Background: an optimization exercise with open tools, aiming at small area. Do not read the settings as production practice.
At most, simulation tests tie the RTL to the original design; equivalence was not proved.
No functional check of the RTL was part of run 1.
No driver is modelled on the clock port, so clocking that relies on it looks cheaper here than on a real chip.

==> flow/design.v, too long to show whole: its modules and the start of the top module <==
// module rvdffe_nr: 12 lines
// module rvdffs: 15 lines
// module mul_fa: 4 lines
// module mul_bx: 3 lines
// module mul_bs: 3 lines
// module mul_ha: 4 lines
// module mul33: 4611 lines
// module mul_hsel: 3 lines
// module exu_mul_ctl: 30 lines
// module swerv_mul: 25 lines
module swerv_mul
  (
   input  logic        clk,
   input  logic        rst_l,        
   input  logic        valid,        
   input  logic        rs1_sign,     
   input  logic        rs2_sign,     
   input  logic        low,          
   input  logic [31:0] a,
   input  logic [31:0] b,
   input  logic        freeze,       
   output logic [31:0] out
   );
  // ...
==> flow/flow/run.sh <==
#!/bin/bash
# Standard ORFS layout, except that the port buffers are the smallest buffer
# cell instead of the default delay buffer.
set -euo pipefail
bash standard.sh "BUFFER_PORTS_ARGS=-buffer_cell sky130_fd_sc_hd__buf_1" finish > standard_flow.log 2>&1
==> flow/standard.sh <==
#!/bin/bash
# synth_recipe.tcl (not shown) runs the flow's synth.tcl, then flattens the netlist and writes it again
# the make line also repeats each setting of config.mk as NAME=value (left out here)
make -C /OpenROAD-flow-scripts/flow DESIGN_CONFIG=/design/flow/config.mk WORK_HOME=/design/flow/orfs CLKGATE_MAP_FILE= SYNTH_SCRIPT=/design/flow/synth_recipe.tcl "${@:-finish}"
==> flow/config.mk <==
export PLATFORM = sky130hd
export DESIGN_NAME = swerv_mul
export DESIGN_NICKNAME = swerv_mul
export VERILOG_FILES = /design/flow/design.v
export SDC_FILE = /design/flow/constraint.sdc
export NUM_CORES = 4
export LEC_CHECK = 0
export CAP_MARGIN = 20
export CORE_MARGIN = 2
export CORE_UTILIZATION = 60
export SLEW_MARGIN = 20
export SYNTH_HIERARCHICAL = 1
export SYNTH_MINIMUM_KEEP_SIZE = 0
==> flow/constraint.sdc <==
create_clock -name core_clock -period 8.0 [get_ports {clk}]
set_input_delay 1.6000 -clock core_clock [delete_from_list [all_inputs] [get_ports {clk}]]
set_output_delay 1.6000 -clock core_clock [all_outputs]
set_load 0.01 [all_outputs]
==> results.yml, run 1 <==
detailed_routing:
  post_drt_wl_per_cell_um: 29.65
  routed_via_density: 6.819
  dr.first_iter.drc_count: 2577
  top_layer_used: "met4"
worst_setup_path:
  critPathBufInv: 2
  reg2reg_depth: 24
  timing_worst_setup_path_type: "flop to flop"
synthesis:
  yosys_warnings: 9
  synth_ff_type: "edfxtp_1"
  ys_seq_area_share_pct: 15.15
  syn_area_um2: 26300
  synth_top_family_by_area: "adder cells"
  synthSimpleGateAreaFrac_pct: 3.316
timing:
  worst_slack_ps: 323.4
  timing.fmax_ghz: 0.1303
  period_share_pct: 95.96
  relSlewSlack_pct: 25.60
  holdWs_ps: 420.3
  drv_slew: 0
clock_network:
  tritoncts: "built"
  cts_root_buf: "clkbuf_16"
  cts_sinks: 133
  cts_hold_buf: 0
final_layout:
  area_growth_pct: 12.82
  diodes: 0
  largest_reg_flops: 67
floorplanning:
  taps: 585
  die_y_um: 213.4
global_route:
  grt_overflow_total: 0
  grt_max_degree: 59
  antenna_found_initial: 0
hold_path:
  hold_depth: 0
  hold_path.class: "flop to flop"
run_status:
  status: "timing/DRC/antenna clean"
==> run 2: changes to the inputs <==
--- a/flow/design.v
+++ b/flow/design.v
@@ -4309,19 +4309,19 @@
    mul_ha ha1054 (.x(1'b1), .y(pp15_32), .s(s1053), .c(c1054));
    mul_fa fa1056 (.x(pp16_30), .y(s1053), .z(c1050), .s(s1055), .c(c1056));
    assign s1057 = pp15_33 ^ pp16_31 ^ c1054;
    wire [63:0] fx = {s1057, s1055, s1051, c1042, s1041, s1035, c1020, c1010, c1000, s999, s987, c962, c948, c932, c916, c898, c880, s879, s859, c818, c796, c772, c748, c722, c696, c668, c640, c610, c578, c546, c514, c482, c452, c422, c394, c366, c340, c314, c290, c266, c244, c222, c202, c182, c164, c146, c130, c114, c100, c86, c74, c62, c52, c42, c34, c26, c20, c14, c10, s9, s5, s3, pp0_1, neg0};
    wire [63:0] fy = {c1056, c1052, c1048, s1047, c1036, c1028, s1027, s1019, s1009, c988, c976, s975, s961, s947, s931, s915, s897, c860, c840, s839, s817, s795, s771, s747, s721, s695, s667, s639, s609, s577, s545, s513, s481, s451, s421, s393, s365, s339, s313, s289, s265, s243, s221, s201, s181, s163, s145, s129, s113, s99, s85, s73, s61, s51, s41, s33, s25, s19, s13, c6, 1'b0, 1'b0, 1'b0, pp0_0};
    wire [64:0] rc;
    assign rc[0] = 1'b0;
    mul_fa rfa0 (.x(fx[0]), .y(fy[0]), .z(rc[0]), .s(P[0]), .c(rc[1]));
-   mul_fa rfa1 (.x(fx[1]), .y(fy[1]), .z(rc[1]), .s(P[1]), .c(rc[2]));
-   mul_fa rfa2 (.x(fx[2]), .y(fy[2]), .z(rc[2]), .s(P[2]), .c(rc[3]));
-   mul_fa rfa3 (.x(fx[3]), .y(fy[3]), .z(rc[3]), .s(P[3]), .c(rc[4]));
+   mul_ha rha1 (.x(fx[1]), .y(rc[1]), .s(P[1]), .c(rc[2]));
+   mul_ha rha2 (.x(fx[2]), .y(rc[2]), .s(P[2]), .c(rc[3]));
+   mul_ha rha3 (.x(fx[3]), .y(rc[3]), .s(P[3]), .c(rc[4]));
    mul_fa rfa4 (.x(fx[4]), .y(fy[4]), .z(rc[4]), .s(P[4]), .c(rc[5]));
    mul_fa rfa5 (.x(fx[5]), .y(fy[5]), .z(rc[5]), .s(P[5]), .c(rc[6]));
    wire [63:0] pg = fx & fy;
    wire [63:0] pp = fx ^ fy;
    assign G1058 = pg[7] | (pp[7] & pg[6]);
    assign Pp1059 = pp[7] & pp[6];
    assign G1060 = pg[9] | (pp[9] & pg[8]);
    assign Pp1061 = pp[9] & pp[8];
==> flow/config.mk (replaced) <==
export PLATFORM = sky130hd
export DESIGN_NAME = swerv_mul
export DESIGN_NICKNAME = swerv_mul
export VERILOG_FILES = /design/flow/design.v
export SDC_FILE = /design/flow/constraint.sdc
export NUM_CORES = 4
export LEC_CHECK = 0
export CAP_MARGIN = 0
export CORE_MARGIN = 2
export CORE_UTILIZATION = 60
export CTS_BUF_LIST = sky130_fd_sc_hd__clkbuf_8
export SLEW_MARGIN = 0
export SYNTH_HIERARCHICAL = 1
export SYNTH_MINIMUM_KEEP_SIZE = 0
==> run 2 against run 1 <==
  * Clock skew up 5.0 ps
  * Highest routed layer unchanged
  * Hold slack worse by 2.4 ps
  * Die area about the same
  * Critical endpoint is now mul_e1.res_e2_ff.dout[17]$_DFFE_PP_
  * Via count up 0.98%
==> results.yml, run 2 <==
synthesis:
  synth_area_per_cell_um2: 11.65
  synthSimpleGateAreaFrac_pct: 3.319
  synthCells: 2256
  synth_ff_type: "edfxtp_1"
  ys_seq_area_share_pct: 15.16
  syn_area_um2: 26280
  yosys_warnings: 9
  ys_seq_elements: 133
  yosys-top-cells-count: "597 x xnor2_1, 528 x o22ai_1, 486 x fa_1, 131 x edfxtp_1, 121 x ha_1"
  synth_area_leaders: "fa_1 37%, xnor2_1 20%, edfxtp_1 15%"
  yosysMostFrequentCell: "xnor2_1"
  synthAdderAreaFrac_pct: 42.78
  synth_top_family_by_area: "adder cells"
  synth.mux.area_fraction_pct: 1.943
  yosys.area.top_type: "fa_1"
  synthArstFlopShare_pct: 1.504
  synth_top_area_share_pct: 37.02
  synth-edff-count: 131
  ys_types: 51
  synth_compound_area_share_pct: 15.76
  synth_xor_area_share_pct: 20.33
global_route:
  grt_usage_pct: 42.53
  grt_first_pass_wirelength_mm: 138.1
  grt_pass1_vias: 22040
  grt_max_degree: 56
  use_met2_pct: 60.98
  grt-busiest-layer: "met2"
  antenna_found_initial: 0
  grt_overflow_total: 0
  use_met1_pct: 58.50
  gr-usage-met3_pct: 15.88
worst_setup_path:
  critPathArrivalTime_ps: 8080
  critPathBufInv: 2
  cp-start-kind: "flop"
  cp_top_family: "adder cells"
  cp_cell_sequence: "ha_1 -> nand2b_1 -> clkinvlp_4 -> buf_4 -> xnor2_1 -> o22ai_1 -> fa_1 -> fa_1 -> fa_1 -> fa_1 -> fa_1 -> fa_1 -> ha_1 -> a21oi_1 -> o21ai_1 -> a21oi_1 -> o221ai_1 -> or2b_4 -> nand3b_4 -> a21oi_4 -> nor2_1 -> a211oi_1 -> xnor2_1 -> mux2_4"
  critPathSlowestCell: "fa_1"
  critical_path.max_stage_delay_ps: 560
  reg2reg_depth: 24
  required_ps: 8290
  end_kind: "flop"
  cp_max_fo: 6
  timing_worst_setup_path_type: "flop to flop"
  crit_top_cell: "fa_1"
  crit_cells: 24
run_status:
  status: "timing/DRC/antenna clean"
final_layout:
  diodes: 0
  final_common_cell: "xnor2_1"
  layout_common_cells: "586 x xnor2_1, 525 x o22ai_1, 464 x fa_1"
  reg_top3: "mul_e1.op_e1_ff.dout (67), mul_e1.res_e2_ff.dout (32), mul_e1.res_e3_ff.dout (32)"
  top_register: "mul_e1.op_e1_ff.dout"
  final_layout_size_suffix_gt1_share_pct: 12.37
  largest_reg_flops: 67
  area_growth_pct: 12.36
  fin_nets: 3227
  finalInstanceArea_um2: 29530
clock_network:
  tritoncts: "built"
  cts_hold_buf: 0
  numCtsBuffers: 17
  clockBufferDepth: 2
  clk_latency_ps: 550
  cts_root_buf: "clkbuf_8"
  cts_sinks: 133
  clkTransAtPathRegs_ps: 110
  htree_levels: 4
timing:
  final-setup-viol-count: 0
  period_share_pct: 97.36
  timing.fmax_ghz: 0.1284
  drv_slew: 0
  holdWs_ps: 418.0
  worst_pin_slew_ps: 1068
  relSlewSlack_pct: 28.81
  final-hold-violation-count: 0
  rsz0062_at_grt: "false"
  period_needed_ps: 7789
  clock_skew_ps: 36.35
detailed_routing:
  num_vias: 21580
  post_drt_wl_per_cell_um: 29.61
  dr.first_iter.drc_count: 2886
  drc: 0
  wl_mm: 93.18
  routed_via_density: 6.858
  ant_nets: 0
  drt_pass1_iterations: 6
placed_design:
  place.gp.congestion: 1.059
  post-dp-hpwl_mm: 77.14
  io_buffers: 102
  placed_area_um2: 29010
floorplanning:
  die_y_um: 213.3
  pin_count: 103
  start_util_pct: 60.87
  fp-row-count: 76
  coreArea_um2: 43170
  die_x_um: 213.3
  die_area_um2: 45490
run:
  drv_cap: 0
hold_path:
  hold_path.class: "flop to flop"
  hold_depth: 0
==> run 2: cell types whose count changed after synthesis <==
cell,delta
fa_1,-3
ha_1,+3
==> run 2: what timing repair did <==
action	4_1_cts	5_1_grt
setup endpoints to repair	0	25
resized for setup	0	10
buffers inserted	0	6
==> run 2: logic make-up (layout without fill, tap and decap cells) <==
kind of cell | after synthesis | in the layout
AO/OA/AOI/OAI | 655 | 655
XOR/XNOR | 610 | 610
adder cells (fa/ha/maj) | 607 | 607
buffers and inverters | 47 | 340
flip-flops | 133 | 133
multiplexers | 34 | 34
other | 2 | 15
AND/OR/NAND/NOR | 168 | 168
==> run 2: cell type report <==
class	count	area, µm²
Clock buffer	17	234.0
Clock inverter	15	200.2
Fill cell	3369	13640
Inverter	44	191.4
Multi-Input combinational cell	2089	22550
Sequential cell	133	3984
Tap cell	585	732.0
Timing Repair Buffer	263	1624
Timing Repair inverter	1	7.507
==> run 2: modules after synthesis (local to each module, per instance), excerpt <==
module / flops+latches / cells / copies in the design / cell area (µm²)
mul_hsel: 0 / 1 / 32 / 15.01
mul_bs: 0 / 1 / 528 / 6.256
mul_ha: 0 / 1 / 48 / 12.51
mul_bx: 0 / 1 / 560 / 8.758
mul33: 0 / 462 / 1 / 3232
mul_fa: 0 / 1 / 485 / 20.02
exu_mul_ctl: 0 / 6 / 1 / 35.03
==> run 2: path summary, 6_finish.rpt <==
check / startpoint / end / slack (ps)
setup / recovery: mul_e1.op_e1_ff.dout[5]$_DFFE_PP_ / mul_e1.res_e2_ff.dout[17]$_DFFE_PP_ / 210
min in group asynchronous: rst_l / mul_e1.valid_e2_ff.dout$_DFFE_PN0P_ / 820
setup reg to reg: mul_e1.op_e1_ff.dout[5]$_DFFE_PP_ / mul_e1.res_e2_ff.dout[17]$_DFFE_PP_ / 210
hold / removal: mul_e1.res_e2_ff.dout[9]$_DFFE_PP_ / mul_e1.res_e3_ff.dout[9]$_DFFE_PP_ / 420
hold reg to reg: mul_e1.res_e2_ff.dout[9]$_DFFE_PP_ / mul_e1.res_e3_ff.dout[9]$_DFFE_PP_ / 420
max in group asynchronous: rst_l / mul_e1.valid_e1_ff.dout$_DFFE_PN0P_ / 7060
==> run 2: stage by stage <==
| stage | worst slack, ps | TNS (ps) | instances | util (%) |
|---|---|---|---|---|
| 2_1_floorplan | -111.1 | -811.6 | 2269 | - |
| 3_3_place_gp | 150.8 | 0 | 3108 | 67.20 |
| 3_5_place_dp | 72.57 | 0 | 3108 | 67.20 |
| 4_1_cts | 34.48 | 0 | 3140 | 68.20 |
| 5_1_grt | 1.413 | 0 | 3147 | 68.40 |
| 6_report | 211.1 | 0 | 3147 | 68.40 |
==> run 2: routing by layer <==
layer | wire length, µm | share of wire, %
met1 | 36500 | 39
met2 | 38990 | 42
met3 | 13680 | 15
met4 | 4014 | 4.3
met5 | 0 | 0
==> run 3: changes to the inputs <==
--- a/flow/config.mk
+++ b/flow/config.mk
@@ -7,3 +7,3 @@
 export LEC_CHECK = 0
-export CAP_MARGIN = 0
+export CAP_MARGIN = 20
 export CORE_MARGIN = 2
@@ -11,3 +11,3 @@
 export CTS_BUF_LIST = sky130_fd_sc_hd__clkbuf_8
-export SLEW_MARGIN = 0
+export SLEW_MARGIN = 20
 export SYNTH_HIERARCHICAL = 1
==> run 3 against run 2 <==
  * Hold slack unchanged
  * Core utilization unchanged
  * Global-route usage unchanged
  * Sequential cell count unchanged
  * Worst setup slack unchanged
  * Clock skew unchanged
  * Critical endpoint unchanged
  * Fmax unchanged
  * Synthesized area unchanged
  * Register-to-register slack about the same
  * Die area unchanged
  * Synthesized cell count unchanged
==> results.yml, run 3 <==
run_status:
  status: "timing/DRC/antenna clean"
hold_path:
  worstHoldStart: "mul_e1.res_e2_ff.dout[9]$_DFFE_PP_"
  hold_depth: 0
  min_delay_worst_endpoint: "mul_e1.res_e3_ff.dout[9]$_DFFE_PP_"
  hold_path.class: "flop to flop"
timing:
  setup_tns_ps: 0
  rsz0062_at_grt: "false"
  worst_pin_slew_ps: 1068
  timing.fmax_ghz: 0.1284
  drv_slew: 0
  clock_skew_ps: 36.35
  period_share_pct: 97.36
  final-setup-viol-count: 0
  relSlewSlack_pct: 28.81
  final-hold-violation-count: 0
  period_needed_ps: 7789
synthesis:
  yosysMostFrequentCell: "xnor2_1"
  ys_seq_elements: 133
  synth_ff_type: "edfxtp_1"
  synthArstFlopShare_pct: 1.504
  ys_seq_area_share_pct: 15.16
  yosys.area.top_type: "fa_1"
  synth-edff-count: 131
  syn_area_um2: 26280
  ys_types: 51
  synth_area_leaders: "fa_1 37%, xnor2_1 20%, edfxtp_1 15%"
  synth_area_per_cell_um2: 11.65
  yosys_warnings: 9
  yosys-top-cells-count: "597 x xnor2_1, 528 x o22ai_1, 486 x fa_1, 131 x edfxtp_1, 121 x ha_1"
  synthCells: 2256
  synth_top_area_share_pct: 37.02
detailed_routing:
  routed_via_density: 6.858
  drc: 0
  num_vias: 21580
  wl_mm: 93.18
  dr.first_iter.drc_count: 2886
  post_drt_wl_per_cell_um: 29.61
  ant_nets: 0
  drt_pass1_iterations: 6
worst_setup_path:
  r2r-start: "mul_e1.op_e1_ff.dout[5]$_DFFE_PP_"
  cp_max_fo: 6
  reg2reg_depth: 24
  reg2reg_setup_slack_ps: 210
  critPathArrivalTime_ps: 8080
  cp-start-kind: "flop"
  required_ps: 8290
  end_kind: "flop"
  timing_worst_setup_path_type: "flop to flop"
  r2r-end: "mul_e1.res_e2_ff.dout[17]$_DFFE_PP_"
floorplanning:
  coreArea_um2: 43170
  fp-row-count: 76
  die_y_um: 213.3
  die_x_um: 213.3
  die_area_um2: 45490
  start_util_pct: 60.87
  pin_count: 103
final_layout:
  area_growth_pct: 12.36
  final_util_pct: 68.40
  top_register: "mul_e1.op_e1_ff.dout"
  multi_input_area_um2: 22550
  nFillCells: 3369
  fin_nets: 3227
  fin_cells: 3147
  final_common_cell: "xnor2_1"
  diodes: 0
  layout_common_cells: "586 x xnor2_1, 525 x o22ai_1, 464 x fa_1"
  regArea_um2: 3984
  final_layout_size_suffix_gt1_share_pct: 12.37
  reg_top3: "mul_e1.op_e1_ff.dout (67), mul_e1.res_e2_ff.dout (32), mul_e1.res_e3_ff.dout (32)"
  largest_reg_flops: 67
global_route:
  grt_max_degree: 56
  grt_first_pass_wirelength_mm: 138.1
  grt_overflow_total: 0
  grt_usage_pct: 42.53
  antenna_found_initial: 0
  grt_pass1_vias: 22040
clock_network:
  tritoncts: "built"
  cts_sinks: 133
  clockBufferDepth: 2
  numCtsBuffers: 17
  clkTransAtPathRegs_ps: 110
  htree_levels: 4
  clk_latency_ps: 550
  cts_root_buf: "clkbuf_8"
run:
  drv_cap: 0
placed_design:
  place.gp.congestion: 1.059
  io_buffers: 102
  placedCellCount: 3108
  post-dp-hpwl_mm: 77.14
==> run 3: cell counts after synthesis <==
No cell type changed its count.
==> run 3: what timing repair did <==
item / CTS / global route
resized for setup: 0 / 10
endpoints found under the setup margin: 0 / 25
setup buffers: 0 / 6
hold endpoints to repair: 0 / 0
hold buffers: 0 / 0
==> run 3: how the worst max path moves through the flow <==
| stage | start | endpoint | slack [ps] | cells after the start |
|---|---|---|---|---|
| 5_1_grt | mul_e1.op_e1_ff.dout[21]$_DFFE_PP_ | mul_e1.res_e2_ff.dout[30]$_DFFE_PP_ | 1 | 23 |
| 4_1_cts | mul_e1.op_e1_ff.dout[21]$_DFFE_PP_ | mul_e1.res_e2_ff.dout[20]$_DFFE_PP_ | 30 | 23 |
| 3_5_place_dp | mul_e1.op_e1_ff.dout[21]$_DFFE_PP_ | mul_e1.res_e2_ff.dout[20]$_DFFE_PP_ | 70 | 23 |
| 6_report | mul_e1.op_e1_ff.dout[5]$_DFFE_PP_ | mul_e1.res_e2_ff.dout[17]$_DFFE_PP_ | 210 | 24 |
| 3_3_place_gp | mul_e1.op_e1_ff.dout[3]$_DFFE_PP_ | mul_e1.res_e2_ff.dout[31]$_DFFE_PP_ | 150 | 24 |
| 2_1_floorplan | mul_e1.op_e1_ff.dout[1]$_DFFE_PP_ | mul_e1.res_e2_ff.dout[16]$_DFFE_PP_ | -110 | 21 |
==> run 3: per-stage QoR <==
stage | hold slack (ps) | worst slack (ps) | area, µm²
6_report | 418.0 | 211.1 | 29530
5_1_grt | 432.3 | 1.413 | 29530
3_5_place_dp | 405.2 | 72.57 | 29010
4_1_cts | 418.4 | 34.48 | 29440
2_1_floorplan | 400.3 | -111.1 | 26640
3_3_place_gp | 404.8 | 150.8 | 29010
==> run 3: logic make-up (layout without fill, tap and decap cells) <==
logic type	Yosys count	after routing	share of synthesized area [%]
AND/OR/NAND/NOR	168	168	3.319
adder cells (fa/ha/maj)	607	607	42.78
AO/OA/AOI/OAI	655	655	15.76
multiplexers	34	34	1.943
buffers and inverters	47	340	0.6713
flip-flops	133	133	15.16
XOR/XNOR	610	610	20.33
other	2	15	0.02858
==> run 3: final cells by class <==
type,instances,share of cell area [%]
multi-input cells,2089,76.38
flip-flops and latches,133,13.49
repair buffers,263,5.500
well taps,585,2.479
clock buffers,17,0.7924
clock inverters,15,0.6780
inverters,44,0.6483
repair inverters,1,0.02542
==> run 3: worst max-delay path, stage by stage, from the launching register on <==
cell,delay (ps)
edfxtp_1,520
ha_1,190
nand2b_1,290
clkinvlp_4,280
buf_4,230
xnor2_1,250
o22ai_1,200
fa_1,510
fa_1,470
fa_1,440
fa_1,470
fa_1,560
fa_1,430
ha_1,390
a21oi_1,190
o21ai_1,180
a21oi_1,290
o221ai_1,210
or2b_4,290
nand3b_4,110
a21oi_4,250
nor2_1,80
a211oi_1,260
xnor2_1,160
mux2_4,280
==> run 3: per-module statistics from Yosys, one instance, submodules excluded, excerpt <==
module / flip-flops and latches / cell area [µm²] / times used / cells
mul33: 0 / 3232 / 1 / 462
exu_mul_ctl: 0 / 35.03 / 1 / 6
mul_fa: 0 / 20.02 / 485 / 1
mul_hsel: 0 / 15.01 / 32 / 1
mul_ha: 0 / 12.51 / 48 / 1
mul_bx: 0 / 8.758 / 560 / 1
mul_bs: 0 / 6.256 / 528 / 1
==> run 3: per-layer routing <==
layer	global-route usage, %	wire [µm]	up-vias
met4	17.10	4014	0
met3	15.88	13680	256
met5	0	0	-
met1	58.50	36500	10790
li1	-	-	8959
met2	60.98	38990	1579
==> run 4: changes to the inputs <==
--- a/flow/config.mk
+++ b/flow/config.mk
@@ -10,3 +10,2 @@
 export CORE_UTILIZATION = 60
-export CTS_BUF_LIST = sky130_fd_sc_hd__clkbuf_8
 export SLEW_MARGIN = 20
==> run 4 against run 3 <==
  * Wire length increased by 0.71%
  * Fmax increased by 0.54%
  * Core utilization increased by 0.40 points
  * Sequential cell count unchanged
  * Die area unchanged
  * Clock skew decreased by 13 ps
  * Cell area increased by 0.58%
==> results.yml, run 4 <==
synthesis:
  yosysMostFrequentCell: "xnor2_1"
  synth_area_leaders: "fa_1 37%, xnor2_1 20%, edfxtp_1 15%"
  ys_seq_area_share_pct: 15.16
  ys_types: 51
  synthSimpleGateAreaFrac_pct: 3.319
  ys_seq_elements: 133
  synthCells: 2256
  yosys-top-cells-count: "597 x xnor2_1, 528 x o22ai_1, 486 x fa_1, 131 x edfxtp_1, 121 x ha_1"
  yosys.area.top_type: "fa_1"
  synth_ff_type: "edfxtp_1"
  synth_top_area_share_pct: 37.02
  syn_area_um2: 26280
  synthAdderAreaFrac_pct: 42.78
  synth_top_family_by_area: "adder cells"
  synth_compound_area_share_pct: 15.76
  synth_xor_area_share_pct: 20.33
  synthArstFlopShare_pct: 1.504
  synth_area_per_cell_um2: 11.65
  yosys_warnings: 9
  synth.mux.area_fraction_pct: 1.943
  synth-edff-count: 131
clock_network:
  tritoncts: "built"
  numCtsBuffers: 17
  cts_hold_buf: 0
  htree_levels: 4
  clockBufferDepth: 2
  cts_root_buf: "clkbuf_16"
  clkTransAtPathRegs_ps: 70
  cts_sinks: 133
  clk_latency_ps: 480
detailed_routing:
  routed_via_density: 6.892
  drc: 0
  ant_nets: 0
  num_vias: 21680
  drt_pass1_iterations: 6
  post_drt_wl_per_cell_um: 29.84
  wl_mm: 93.84
  dr.first_iter.drc_count: 2838
global_route:
  grt_overflow_total: 0
  grt_max_degree: 56
  grt_usage_pct: 42.66
  grt_first_pass_wirelength_mm: 138.7
  grt_pass1_vias: 22140
  antenna_found_initial: 2
floorplanning:
  die_x_um: 213.3
  die_y_um: 213.3
  fp-row-count: 76
  coreArea_um2: 43170
  start_util_pct: 60.87
  pin_count: 103
  die_area_um2: 45490
placed_design:
  placed_area_um2: 29010
  io_buffers: 102
  post-dp-hpwl_mm: 77.14
  place.gp.congestion: 1.059
worst_setup_path:
  crit_top_cell: "fa_1"
  critPathSlowestCell: "fa_1"
  reg2reg_depth: 23
  timing_worst_setup_path_type: "flop to flop"
  critPathBufInv: 1
  cp_max_fo: 10
  r2r-start: "mul_e1.op_e1_ff.dout[21]$_DFFE_PP_"
  reg2reg_setup_slack_ps: 250
  end_kind: "flop"
  critPathArrivalTime_ps: 7960
  critical_path.max_stage_delay_ps: 640
  startpoint: "mul_e1.op_e1_ff.dout[21]$_DFFE_PP_"
  cp_top_family: "adder cells"
  cp_cell_sequence: "ha_1 -> nand2b_1 -> clkinvlp_4 -> xnor2_1 -> o22ai_1 -> fa_1 -> fa_1 -> fa_1 -> fa_1 -> fa_1 -> fa_1 -> ha_4 -> a21oi_1 -> o21ai_1 -> a21oi_1 -> o221ai_1 -> or2b_4 -> nand3b_4 -> a21oi_4 -> nor2_1 -> a211oi_1 -> xnor2_1 -> mux2_4"
  required_ps: 8220
  cp-start-kind: "flop"
  r2r-end: "mul_e1.res_e2_ff.dout[17]$_DFFE_PP_"
hold_path:
  worstHoldStart: "mul_e1.res_e2_ff.dout[6]$_DFFE_PP_"
  min_delay_worst_endpoint: "mul_e1.res_e3_ff.dout[6]$_DFFE_PP_"
  hold_path.class: "flop to flop"
  hold_depth: 0
timing:
  clock_skew_ps: 23.43
  relSlewSlack_pct: 28.93
  final-hold-violation-count: 0
  period_share_pct: 96.84
  final-setup-viol-count: 0
  period_needed_ps: 7747
  timing.fmax_ghz: 0.1291
  worst_pin_slew_ps: 1066
  drv_slew: 0
final_layout:
  final_util_pct: 68.79
  reg_top3: "mul_e1.op_e1_ff.dout (67), mul_e1.res_e2_ff.dout (32), mul_e1.res_e3_ff.dout (32)"
  layout_common_cells: "586 x xnor2_1, 525 x o22ai_1, 464 x fa_1"
  area_growth_pct: 13.01
  final_common_cell: "xnor2_1"
  final_layout_size_suffix_gt1_share_pct: 12.27
  finalInstanceArea_um2: 29700
  top_register: "mul_e1.op_e1_ff.dout"
  fin_nets: 3224
  largest_reg_flops: 67
run:
  drv_cap: 0
run_status:
  status: "timing/DRC/antenna clean"
run 4: cell counts after synthesis:
Identical to the previous run, type by type.
run 4: kinds of logic (layout without fill, tap and decap cells):
group	after synthesis	in the layout
compound gates	655	655
xor+xnor	610	610
fa+ha+maj	607	607
buf+inv	47	337
flops	133	133
mux	34	34
other cells	2	16
simple gates	168	168
run 4: metrics by stage:
stage | setup TNS [ps] | worst slack (ps) | hold slack (ps) | std cells
floorplan | -811.6 | -111.1 | 400.3 | 2269
global placement | 0 | 150.8 | 404.8 | 3108
detailed placement | 0 | 72.57 | 405.2 | 3108
CTS | 0 | 13.08 | 412.4 | 3140
global route | -8.171 | -8.171 | 419.1 | 3144
finish | 0 | 252.7 | 411.9 | 3145
run 4: how the worst max path moves through the flow:
stage,end,slack [ps],cells after the start
6_report,mul_e1.res_e2_ff.dout[17]$_DFFE_PP_,250,23
2_1_floorplan,mul_e1.res_e2_ff.dout[16]$_DFFE_PP_,-110,21
4_1_cts,mul_e1.res_e2_ff.dout[20]$_DFFE_PP_,10,23
3_3_place_gp,mul_e1.res_e2_ff.dout[31]$_DFFE_PP_,150,24
3_5_place_dp,mul_e1.res_e2_ff.dout[20]$_DFFE_PP_,70,23
5_1_grt,mul_e1.res_e2_ff.dout[17]$_DFFE_PP_,-8,24
run 4: layer usage:
layer / up-vias / GRT usage, % / part of all wire, %
met4: 2 / 16.62 / 4.3
met2: 1654 / 61.72 / 42
met5: - / 0 / 0.012
li1: 8959 / - / -
met3: 269 / 16.03 / 15
met1: 10790 / 58.36 / 39
run 4: Yosys stat by module (local to each module, per instance), excerpt:
module	flops+latches	times used
mul_fa	0	485
mul_ha	0	48
mul_bx	0	560
mul_bs	0	528
mul33	0	1
mul_hsel	0	32
exu_mul_ctl	0	1
run 4: worst register-to-register path, cell delays in order (launching register included):
cell and delay [ps]:
edfxtp_1 460, ha_1 180, nand2b_1 350, clkinvlp_4 450, xnor2_1 390, o22ai_1 170, fa_1 640, fa_1 460
fa_1 450, fa_1 530, fa_1 480, fa_1 600, ha_4 230, a21oi_1 150, o21ai_1 100, a21oi_1 240
o221ai_1 210, or2b_4 290, nand3b_4 110, a21oi_4 250, nor2_1 80, a211oi_1 260, xnor2_1 150, mux2_4 280
run 4: area by class of cell:
| class | count | area (µm²) |
|---|---|---|
| sequential | 133 | 3984 |
| clock buffer | 17 | 425.4 |
| antenna | 1 | 2.502 |
| inverter | 44 | 191.4 |
| tap | 585 | 732.0 |
| fill | 3335 | 13470 |
| multi-input combinational | 2089 | 22550 |
| timing repair inverter | 1 | 7.507 |
| timing repair buffer | 260 | 1602 |
| clock inverter | 15 | 200.2 |
run 4: timing repair:
item                                    CTS  global route
endpoints found under the setup margin    0            25
setup buffers                             0             3
resized for setup                         0            10
==> run 5: changes to the inputs <==
--- a/flow/config.mk
+++ b/flow/config.mk
@@ -9,3 +9,6 @@
 export CORE_MARGIN = 2
-export CORE_UTILIZATION = 60
+export CORE_UTILIZATION = 70
+export CTS_BUF_LIST = sky130_fd_sc_hd__clkbuf_8
+export CTS_CLUSTER_DIAMETER = 100
+export CTS_CLUSTER_SIZE = 30
 export SLEW_MARGIN = 20
==> run 5 against run 4 <==
  * Still clean
  * Global-route usage grew 7.2 points
  * First-iteration DRC count grew 22%
  * Sequential cell count is the same
  * Non-clock buffer count shrank 24
  * Wire length grew 1.1%
  * Count of clock-buffer cells in the layout grew 1
  * Core utilization grew 10 points
  * Critical path type unchanged
  * Highest routed layer unchanged
==> results.yml, run 5 <==
run_status:
  status: "timing/DRC/antenna clean"
synthesis:
  yosys_warnings: 9
  ys_seq_area_share_pct: 15.16
  synth_top_area_share_pct: 37.02
  yosys.area.top_type: "fa_1"
  ys_seq_elements: 133
  syn_area_um2: 26280
  synth_area_leaders: "fa_1 37%, xnor2_1 20%, edfxtp_1 15%"
  synthCells: 2256
  synth-edff-count: 131
  synth_area_per_cell_um2: 11.65
  ys_types: 51
  yosysMostFrequentCell: "xnor2_1"
  synthArstFlopShare_pct: 1.504
  synth_ff_type: "edfxtp_1"
  yosys-top-cells-count: "597 x xnor2_1, 528 x o22ai_1, 486 x fa_1, 131 x edfxtp_1, 121 x ha_1"
final_layout:
  fin_nets: 3199
  diodes: 0
  largest_reg_flops: 67
  area_growth_pct: 10.97
  final_layout_size_suffix_gt1_share_pct: 11.25
  final_common_cell: "xnor2_1"
  layout_common_cells: "585 x xnor2_1, 525 x o22ai_1, 464 x fa_1"
  final_util_pct: 79.27
  top_register: "mul_e1.op_e1_ff.dout"
  reg_top3: "mul_e1.op_e1_ff.dout (67), mul_e1.res_e2_ff.dout (32), mul_e1.res_e3_ff.dout (32)"
  fin_cells: 3002
  finalInstanceArea_um2: 29160
detailed_routing:
  dr.first_iter.drc_count: 3459
  drc: 0
  wl_mm: 94.89
  ant_nets: 0
  num_vias: 22560
  routed_via_density: 7.516
  drt_pass1_iterations: 9
  post_drt_wl_per_cell_um: 31.61
clock_network:
  cts_root_buf: "clkbuf_8"
  cts_hold_buf: 0
  numCtsBuffers: 17
  clkTransAtPathRegs_ps: 100
  clk_latency_ps: 520
  cts_setup_buffers: 0
  clockBufferDepth: 2
  htree_levels: 4
  tritoncts: "built"
  cts_sinks: 133
timing:
  holdWs_ps: 423.7
  relSlewSlack_pct: 15.49
  period_share_pct: 97.94
  rsz0062_at_grt: "false"
  drv_slew: 0
  period_needed_ps: 7835
  clock_skew_ps: 34.00
  timing.fmax_ghz: 0.1276
  worst_pin_slew_ps: 1268
  final-hold-violation-count: 0
  setup_tns_ps: 0
  final-setup-viol-count: 0
global_route:
  grt_pass1_vias: 23190
  grt_overflow_total: 0
  antenna_found_initial: 0
  grt_max_degree: 61
  grt_usage_pct: 49.91
  grt_first_pass_wirelength_mm: 140.8
worst_setup_path:
  timing_worst_setup_path_type: "flop to flop"
  cp_cell_sequence: "ha_1 -> nand2b_1 -> inv_1 -> buf_4 -> xnor2_1 -> o22ai_1 -> fa_1 -> fa_1 -> fa_1 -> fa_1 -> fa_1 -> fa_1 -> ha_1 -> nand4_1 -> nor3_1 -> a221oi_2 -> o21ai_2 -> a221o_1 -> a21o_1 -> o2111ai_2 -> nand3b_2 -> a21oi_2 -> xnor2_1 -> mux2_4"
  end_kind: "flop"
  critPathSlowestCell: "fa_1"
  critical_path.max_stage_delay_ps: 540
  cp_max_fo: 19
  cp-start-kind: "flop"
  crit_top_cell: "fa_1"
  critPathArrivalTime_ps: 8100
  required_ps: 8260
placed_design:
  io_buffers: 102
  place.gp.congestion: 1.094
  placedCellCount: 2970
  post-dp-hpwl_mm: 75.05
  placed_area_um2: 28760
floorplanning:
  coreArea_um2: 36790
  die_y_um: 197.8
  start_util_pct: 71.44
  fp-row-count: 70
  die_area_um2: 39110
  die_x_um: 197.8
  pin_count: 103
run:
  drv_cap: 0
hold_path:
  hold_path.class: "flop to flop"
==> run 5: worst paths after layout <==
kind	start	endpoint	slack (ps)	depth (start not counted)
max in group asynchronous	rst_l	mul_e1.valid_e2_ff.dout$_DFFE_PN0P_	7000	1
min reg2reg	mul_e1.res_e2_ff.dout[9]$_DFFE_PP_	mul_e1.res_e3_ff.dout[9]$_DFFE_PP_	420	0
min	mul_e1.res_e2_ff.dout[9]$_DFFE_PP_	mul_e1.res_e3_ff.dout[9]$_DFFE_PP_	420	0
max	mul_e1.op_e1_ff.dout[7]$_DFFE_PP_	mul_e1.res_e2_ff.dout[30]$_DFFE_PP_	160	24
min in group asynchronous	rst_l	mul_e1.valid_e1_ff.dout$_DFFE_PN0P_	870	1
max reg2reg	mul_e1.op_e1_ff.dout[7]$_DFFE_PP_	mul_e1.res_e2_ff.dout[30]$_DFFE_PP_	160	24
==> run 5: per-layer routing <==
metal | wire, µm | up-vias | global-route usage [%]
li1 | - | 8881 | -
met2 | 38890 | 2208 | 71.02
met4 | 6636 | 2 | 27.40
met1 | 32880 | 10910 | 63.17
met5 | 20 | - | 1.022
met3 | 16460 | 562 | 23.32
==> run 5: cell type report <==
type	instances	area [µm²]
clock buffers	18	247.7
inverters	44	173.9
well taps	468	585.6
multi-input cells	2089	22550
flip-flops and latches	133	3984
fillers	2317	7625
repair buffers	236	1476
clock inverters	14	138.9
==> run 5: critical path: cells and delay by family, from the launching register on <==
kind | cells | cell delay, ps
fa+ha+maj | 8 | 3480
compound gates | 7 | 1810
simple gates | 4 | 720
flops | 1 | 500
buf+inv | 2 | 490
xor+xnor | 2 | 270
mux | 1 | 270
==> run 5: through the flow <==
stage | setup WS (ps)
after CTS | 157.0
after global placement | 170.4
after global routing | 5.422
after detailed placement | -181.5
final | 165.0
after floorplan | -111.1
==> run 5: what timing repair did <==
item,CTS,global route
gates cloned,0,0
gates resized for setup,1,3
setup endpoints to repair,15,14
==> run 5: cell families (layout without fill, tap and decap cells) <==
family          count (synthesis)  count (layout)  share of synthesized area, %
compound gates                655             655                         15.76
xor+xnor                      610             610                         20.33
fa+ha+maj                     607             607                         42.78
buf+inv                        47             312                        0.6713
flops                         133             133                         15.16
mux                            34              34                         1.943
other cells                     2              15                       0.02858
simple gates                  168             168                         3.319
==> run 5: modules after synthesis (local to each module, per instance), a selection <==
module | flops+latches | times used
exu_mul_ctl | 0 | 1
mul_ha | 0 | 48
mul_hsel | 0 | 32
mul_bx | 0 | 560
mul_fa | 0 | 485
mul_bs | 0 | 528
==> run 6: changes to the inputs <==
==> flow/flow/run.sh (replaced) <==
#!/bin/bash
# Standard ORFS layout with three changes: the port buffers are the smallest
# buffer cell, CTS uses clkbuf_8 and no dummy loads, and after CTS the
# resizer's power recovery downsizes cells that have setup slack to spare.
set -euo pipefail
here=$(pwd)
bash standard.sh \
  "BUFFER_PORTS_ARGS=-buffer_cell sky130_fd_sc_hd__buf_1" \
  "CTS_ARGS=-sink_clustering_enable -repair_clock_nets -buf_list sky130_fd_sc_hd__clkbuf_8 -dont_use_dummy_load" \
  "POST_CTS_TCL=$here/flow/post_cts.tcl" \
  finish > standard_flow.log 2>&1
==> flow/flow/post_cts.tcl (new file) <==
# Downsize cells on paths with setup slack to spare, then re-legalize.
estimate_parasitics -placement
repair_timing -recover_power 100 -setup_margin 0.1 -verbose
detailed_placement
check_placement -verbose
--- a/flow/config.mk
+++ b/flow/config.mk
@@ -9,6 +9,3 @@
 export CORE_MARGIN = 2
-export CORE_UTILIZATION = 70
-export CTS_BUF_LIST = sky130_fd_sc_hd__clkbuf_8
-export CTS_CLUSTER_DIAMETER = 100
-export CTS_CLUSTER_SIZE = 30
+export CORE_UTILIZATION = 60
 export SLEW_MARGIN = 20
==> run 6 against run 5 <==
  * Still clean
  * Global-route usage fell by 7.5 points
  * Wire length fell by 1.6%
  * Core utilization fell by 11 points
  * Sequential share of layout area fell by 0.073 points
  * Non-clock buffer count rose by 33
  * Die area rose by 16%
  * Fmax rose by 0.46%
  * Sequential cell count did not move
==> results.yml, run 6 <==
placed_design:
  io_buffers: 102
  dp_slack_ps: 72.57
  post-dp-hpwl_mm: 77.14
  place.gp.congestion: 1.059
  placed_area_um2: 29010
global_route:
  grt_overflow_total: 0
  grt_max_degree: 56
  grt_pass1_vias: 21960
  antenna_found_initial: 2
  grt_first_pass_wirelength_mm: 137.8
  grt_usage_pct: 42.43
final_layout:
  final_common_cell: "xnor2_1"
  layout_common_cells: "586 x xnor2_1, 525 x o22ai_1, 464 x fa_1"
  top_register: "mul_e1.op_e1_ff.dout"
  largest_reg_flops: 67
  area_growth_pct: 11.56
  fin_nets: 3233
  finalInstanceArea_um2: 29320
  final_util_pct: 67.91
  final_layout_size_suffix_gt1_share_pct: 11.16
  reg_top3: "mul_e1.op_e1_ff.dout (67), mul_e1.res_e2_ff.dout (32), mul_e1.res_e3_ff.dout (32)"
detailed_routing:
  dr.first_iter.drc_count: 2940
  num_vias: 21660
  wl_mm: 93.33
  wl_met2_mm: 39.44
  met3_length_mm: 13.67
  post_drt_wl_per_cell_um: 29.72
  drc: 0
  ant_nets: 0
  wl_met1_mm: 36.59
  routed_via_density: 6.897
  drt_pass1_iterations: 6
  top_layer_used: "met5"
clock_network:
  clkTransAtPathRegs_ps: 100
  cts_sinks: 133
  clk_latency_ps: 530
  tritoncts: "built"
synthesis:
  yosysMostFrequentCell: "xnor2_1"
  synth_area_per_cell_um2: 11.65
  synth_area_leaders: "fa_1 37%, xnor2_1 20%, edfxtp_1 15%"
  synth.mux.area_fraction_pct: 1.943
  ys_types: 51
  synth-edff-count: 131
  synth_xor_area_share_pct: 20.33
  synth_compound_area_share_pct: 15.76
  synthSimpleGateAreaFrac_pct: 3.319
  syn_area_um2: 26280
  synthCells: 2256
  synthAdderAreaFrac_pct: 42.78
  yosys-top-cells-count: "597 x xnor2_1, 528 x o22ai_1, 486 x fa_1, 131 x edfxtp_1, 121 x ha_1"
  synth_top_area_share_pct: 37.02
  ys_seq_elements: 133
  yosys.area.top_type: "fa_1"
  yosys_warnings: 9
  ys_seq_area_share_pct: 15.16
  synthArstFlopShare_pct: 1.504
  synth_ff_type: "edfxtp_1"
  synth_top_family_by_area: "adder cells"
hold_path:
  hold_path.class: "flop to flop"
  worstHoldStart: "mul_e1.res_e2_ff.dout[23]$_DFFE_PP_"
worst_setup_path:
  crit_top_cell: "fa_1"
  end_kind: "flop"
  critPathBufInv: 2
  timing_worst_setup_path_type: "flop to flop"
  required_ps: 8260
  critPathArrivalTime_ps: 8060
  cp_top_family: "adder cells"
  r2r-start: "mul_e1.op_e1_ff.dout[3]$_DFFE_PP_"
  reg2reg_setup_slack_ps: 200
  startpoint: "mul_e1.op_e1_ff.dout[3]$_DFFE_PP_"
  cp_cell_sequence: "ha_1 -> nand2b_1 -> clkinv_1 -> buf_6 -> xnor2_1 -> o22ai_1 -> fa_1 -> fa_1 -> fa_1 -> fa_1 -> fa_1 -> fa_1 -> ha_1 -> a21oi_1 -> o21ai_1 -> a21oi_1 -> o221ai_1 -> or2b_4 -> nand3b_4 -> a21oi_4 -> nor2_1 -> a211oi_1 -> xnor2_1 -> mux2_1"
  cp_max_fo: 34
  critical_path.max_stage_delay_ps: 560
  cp-start-kind: "flop"
  critPathSlowestCell: "edfxtp_1"
timing:
  clock_skew_ps: 53.64
  final-setup-viol-count: 0
  worst_slack_ps: 201.2
  relSlewSlack_pct: 28.67
  worst_pin_slew_ps: 1070
  period_share_pct: 97.49
  setup_tns_ps: 0
  final-hold-violation-count: 0
  drv_slew: 0
  timing.fmax_ghz: 0.1282
  period_needed_ps: 7799
  holdWs_ps: 412.3
floorplanning:
  die_x_um: 213.3
  start_util_pct: 60.87
  pin_count: 103
  die_y_um: 213.3
  coreArea_um2: 43170
  fp-row-count: 76
  die_area_um2: 45490
run_status:
  status: "timing/DRC/antenna clean"
run:
  drv_cap: 0
==> run 6: area by class of cell <==
type | count | area, µm²
flip-flops and latches | 133 | 3984
inverters | 44 | 195.2
repair inverters | 1 | 7.507
clock buffers | 17 | 234.0
well taps | 585 | 732.0
multi-input cells | 2089 | 22460
diodes | 2 | 5.005
repair buffers | 269 | 1704
fillers | 3444 | 13850
==> run 6: per-stage QoR <==
| stage | instances |
|---|---|
| floorplan | 2269 |
| global placement | 3108 |
| detailed placement | 3108 |
| global route | 3138 |
| finish | 3140 |
==> run 6: cell families (layout without fill, tap and decap cells) <==
kind of cell               Yosys count  count (layout)
AOI/OAI and AO/OA                  655             655
xor gates and xnor gates           610             610
adders and majority gates          607             607
buffers and inverters               47             331
DFF                                133             133
muxes                               34              34
other                                2              17
and+or+nand+nor                    168             168
==> run 6: metal layers <==
layer,global-route usage (%),vias up
met3,15.15,254
met1,58.79,10870
met5,0,-
met2,61.44,1566
li1,-,8967
met4,15.92,2
==> run 6: worst paths after layout <==
path,endpoint,depth (start not counted)
max,mul_e1.res_e2_ff.dout[17]$_DFFE_PP_,24
min reg2reg,mul_e1.res_e3_ff.dout[23]$_DFFE_PP_,0
min in group asynchronous,mul_e1.valid_e2_ff.dout$_DFFE_PN0P_,1
min,mul_e1.res_e3_ff.dout[23]$_DFFE_PP_,0
max in group asynchronous,mul_e1.valid_e1_ff.dout$_DFFE_PN0P_,1
max reg2reg,mul_e1.res_e2_ff.dout[17]$_DFFE_PP_,24
==> run 6: per-module statistics from Yosys (local to each module, per instance), excerpt <==
| module | times used | flops+latches |
|---|---|---|
| mul33 | 1 | 0 |
| mul_ha | 48 | 0 |
| mul_bx | 560 | 0 |
| mul_hsel | 32 | 0 |
| exu_mul_ctl | 1 | 0 |
| mul_bs | 528 | 0 |
| mul_fa | 485 | 0 |
==> run 7: changes to the inputs <==
--- a/flow/config.mk
+++ b/flow/config.mk
@@ -9,3 +9,4 @@
 export CORE_MARGIN = 2
-export CORE_UTILIZATION = 60
+export CORE_UTILIZATION = 70
+export PLACE_DENSITY = 0.85
 export SLEW_MARGIN = 20
==> run 7 against run 6 <==
  * Still clean on timing, DRC and antenna
  * Synthesized cell count unchanged
  * Via count rose by 4.0%
  * Worst setup slack better by 24 ps
  * Register-to-register slack better by 20 ps
  * Hold slack got worse by 22 ps
  * Critical endpoint is now mul_e1.res_e2_ff.dout[31]$_DFFE_PP_
  * Largest cell class unchanged
==> results.yml, run 7 <==
worst_setup_path:
  critPathArrivalTime_ps: 8050
  reg2reg_depth: 23
  cp_max_fo: 39
  r2r-start: "mul_e1.op_e1_ff.dout[1]$_DFFE_PP_"
  end_kind: "flop"
  timing_worst_setup_path_type: "flop to flop"
  cp_cell_sequence: "buf_4 -> nor2_1 -> a21oi_2 -> buf_4 -> o22ai_1 -> fa_1 -> fa_1 -> fa_1 -> fa_1 -> fa_1 -> fa_1 -> ha_1 -> nand2_1 -> o21ai_0 -> a21oi_1 -> o221ai_1 -> or2b_1 -> a21oi_4 -> o2111ai_2 -> nand3_1 -> o211ai_1 -> xnor2_1 -> mux2_1"
  critical_path.max_stage_delay_ps: 660
  startpoint: "mul_e1.op_e1_ff.dout[1]$_DFFE_PP_"
  crit_cells: 23
  crit_end: "mul_e1.res_e2_ff.dout[31]$_DFFE_PP_"
  r2r-end: "mul_e1.res_e2_ff.dout[31]$_DFFE_PP_"
  reg2reg_setup_slack_ps: 230
  crit_top_cell: "fa_1"
  required_ps: 8280
  critPathSlowestCell: "buf_4"
  cp_top_family: "adder cells"
  critPathBufInv: 2
  cp-start-kind: "flop"
placed_design:
  placedCellCount: 2969
  place.gp.congestion: 1.074
  io_buffers: 102
  post-dp-hpwl_mm: 73.57
  placed_area_um2: 28740
final_layout:
  nFillCells: 2408
  area_growth_pct: 10.28
  finalInstanceArea_um2: 28980
  reg_top3: "mul_e1.op_e1_ff.dout (67), mul_e1.res_e2_ff.dout (32), mul_e1.res_e3_ff.dout (32)"
  fin_cells: 2994
  top_register: "mul_e1.op_e1_ff.dout"
  largest_reg_flops: 67
  layout_common_cells: "586 x xnor2_1, 525 x o22ai_1, 464 x fa_1"
  diodes: 0
  final_layout_size_suffix_gt1_share_pct: 9.897
  final_util_pct: 78.79
  final_common_cell: "xnor2_1"
  fin_nets: 3206
synthesis:
  yosysMostFrequentCell: "xnor2_1"
  synthArstFlopShare_pct: 1.504
  synth_area_per_cell_um2: 11.65
  synth_compound_area_share_pct: 15.76
  yosys-top-cells-count: "597 x xnor2_1, 528 x o22ai_1, 486 x fa_1, 131 x edfxtp_1, 121 x ha_1"
  synth_area_leaders: "fa_1 37%, xnor2_1 20%, edfxtp_1 15%"
  synth.mux.area_fraction_pct: 1.943
  synthSimpleGateAreaFrac_pct: 3.319
  ys_types: 51
  synth-edff-count: 131
  yosys_warnings: 9
  synth_ff_type: "edfxtp_1"
  synthCells: 2256
  yosys.area.top_type: "fa_1"
  synthAdderAreaFrac_pct: 42.78
  synth_xor_area_share_pct: 20.33
  synth_top_area_share_pct: 37.02
  syn_area_um2: 26280
  ys_seq_elements: 133
  synth_top_family_by_area: "adder cells"
  ys_seq_area_share_pct: 15.16
global_route:
  grt_pass1_vias: 23390
  grt_usage_pct: 49.42
  grt_max_degree: 64
  grt_first_pass_wirelength_mm: 140.2
  grt_overflow_total: 0
  antenna_found_initial: 1
hold_path:
  hold_path.class: "flop to flop"
floorplanning:
  die_area_um2: 39110
  die_x_um: 197.8
  die_y_um: 197.8
  start_util_pct: 71.44
  coreArea_um2: 36790
  pin_count: 103
  fp-row-count: 70
clock_network:
  tritoncts: "built"
  clkTransAtPathRegs_ps: 90
  clk_latency_ps: 520
  cts_sinks: 133
detailed_routing:
  dr.first_iter.drc_count: 3463
  wl_mm: 93.32
  num_vias: 22530
  drc: 0
  ant_nets: 0
  routed_via_density: 7.523
  drt_pass1_iterations: 14
  post_drt_wl_per_cell_um: 31.17
timing:
  worst_pin_slew_ps: 1187
  drv_slew: 0
  relSlewSlack_pct: 20.71
  clock_skew_ps: 46.07
  rsz0062_at_grt: "false"
  final-setup-viol-count: 0
  period_share_pct: 97.18
  final-hold-violation-count: 0
  timing.fmax_ghz: 0.1286
  period_needed_ps: 7775
run_status:
  status: "timing/DRC/antenna clean"
run:
  drv_cap: 0
==> run 7: cell counts after synthesis <==
Identical to the previous run, type by type.
==> run 7: area by class of cell <==
| type | instances | area, µm² | area share (%) |
|---|---|---|---|
| clock buffers | 17 | 234.0 | 0.8073 |
| inverters | 44 | 176.4 | 0.6087 |
| multi-input cells | 2089 | 22430 | 77.39 |
| flip-flops and latches | 133 | 3984 | 13.75 |
| well taps | 468 | 585.6 | 2.020 |
| repair buffers | 243 | 1573 | 5.427 |
==> run 7: metrics by stage <==
stage,setup TNS (ps),setup slack (ps),hold slack [ps]
final,0,225.3,390.6
after detailed placement,0,182.8,404.5
after global placement,0,386.2,400.9
after global routing,0,9.813,405.3
after floorplan,-811.6,-111.1,400.3
==> run 7: worst min path at each step <==
| stage | startpoint | endpoint | cells past startpoint |
|---|---|---|---|
| global placement | mul_e1.res_e2_ff.dout[25]$_DFFE_PP_ | mul_e1.res_e3_ff.dout[25]$_DFFE_PP_ | 0 |
| global route | mul_e1.res_e2_ff.dout[23]$_DFFE_PP_ | mul_e1.res_e3_ff.dout[23]$_DFFE_PP_ | 0 |
| detailed placement | mul_e1.res_e2_ff.dout[14]$_DFFE_PP_ | mul_e1.res_e3_ff.dout[14]$_DFFE_PP_ | 0 |
| floorplan | mul_e1.res_e2_ff.dout[0]$_DFFE_PP_ | mul_e1.res_e3_ff.dout[0]$_DFFE_PP_ | 0 |
| finish | mul_e1.res_e2_ff.dout[23]$_DFFE_PP_ | mul_e1.res_e3_ff.dout[23]$_DFFE_PP_ | 0 |
==> run 7: cells by family (layout without fill, tap and decap cells) <==
family	after synthesis	count (layout)
AOI/OAI and AO/OA	655	655
xor gates and xnor gates	610	610
adders and majority gates	607	607
and+or+nand+nor	168	168
DFF	133	133
buffers and inverters	47	304
muxes	34	34
other	2	15
==> run 7: modules after synthesis (local to each module, per instance), a selection <==
| module | cells | flip-flops and latches | times used |
|---|---|---|---|
| mul_fa | 1 | 0 | 485 |
| mul_ha | 1 | 0 | 48 |
| mul_bx | 1 | 0 | 560 |
| mul_bs | 1 | 0 | 528 |
| exu_mul_ctl | 6 | 0 | 1 |
| mul33 | 462 | 0 | 1 |
| mul_hsel | 1 | 0 | 32 |
==> run 7: metal layers <==
| layer | wire length (µm) | GRT usage [%] | vias to the layer above | share of wire [%] |
|---|---|---|---|---|
| met2 | 39010 | 71.74 | 2192 | 42 |
| li1 | - | - | 8870 | - |
| met5 | 149 | 0 | - | 0.16 |
| met3 | 16010 | 21.55 | 560 | 17 |
| met4 | 6939 | 29.16 | 2 | 7.4 |
| met1 | 31210 | 61.63 | 10900 | 33 |
==> run 7: worst reg2reg max path, cell delays in order, from the launching register on <==
cell and delay [ps]:
edfxtp_1 560, buf_4 660, nor2_1 200, a21oi_2 160, buf_4 300, o22ai_1 170
fa_1 500, fa_1 440, fa_1 460, fa_1 430, fa_1 490, fa_1 520
ha_1 380, nand2_1 70, o21ai_0 290, a21oi_1 150, o221ai_1 320, or2b_1 370
a21oi_4 230, o2111ai_2 160, nand3_1 130, o211ai_1 110, xnor2_1 140, mux2_1 310

static timing again, ports no longer ideal:
The results above use ideal ports. As a check the final layouts listed here were re-extracted and re-timed, cells and wires unchanged.
Step 1: set_driving_cell puts a clkbuf_16 on clk and a buf_2 on each other input, an assumption about the parent block.
Step 2 adds t to the input delays and takes it off the output delays; t is the mean of the earliest and latest rising clock arrival at the registers after step 1. Input paths then give back, and output paths get back, about the clock's delay inside the block.
a / b / c = ideal ports / drivers / drivers and shift; a / b = the first two.
run	t (ns)	setup slack, ns	worst hold slack (ns)	worst setup path after step 2	worst data-port slew with drivers (ns)
run 1	0.544	0.323 / 0.323 / 0.323	0.420 / 0.420 / 0.420	register to register	0.05
run 2	0.592	0.211 / 0.211 / 0.211	0.418 / 0.418 / 0.418	register to register	0.05
run 3	0.592	0.211 / 0.211 / 0.211	0.418 / 0.418 / 0.418	register to register	0.05
run 4	0.526	0.253 / 0.253 / 0.253	0.412 / 0.412 / 0.412	register to register	0.05
run 5	0.556	0.165 / 0.165 / 0.165	0.424 / 0.424 / 0.424	register to register	0.06
run 6	0.563	0.201 / 0.201 / 0.201	0.412 / 0.412 / 0.412	register to register	0.06
run 7	0.549	0.225 / 0.225 / 0.225	0.391 / 0.391 / 0.391	register to register	0.07
After both steps every run listed still meets setup and hold.
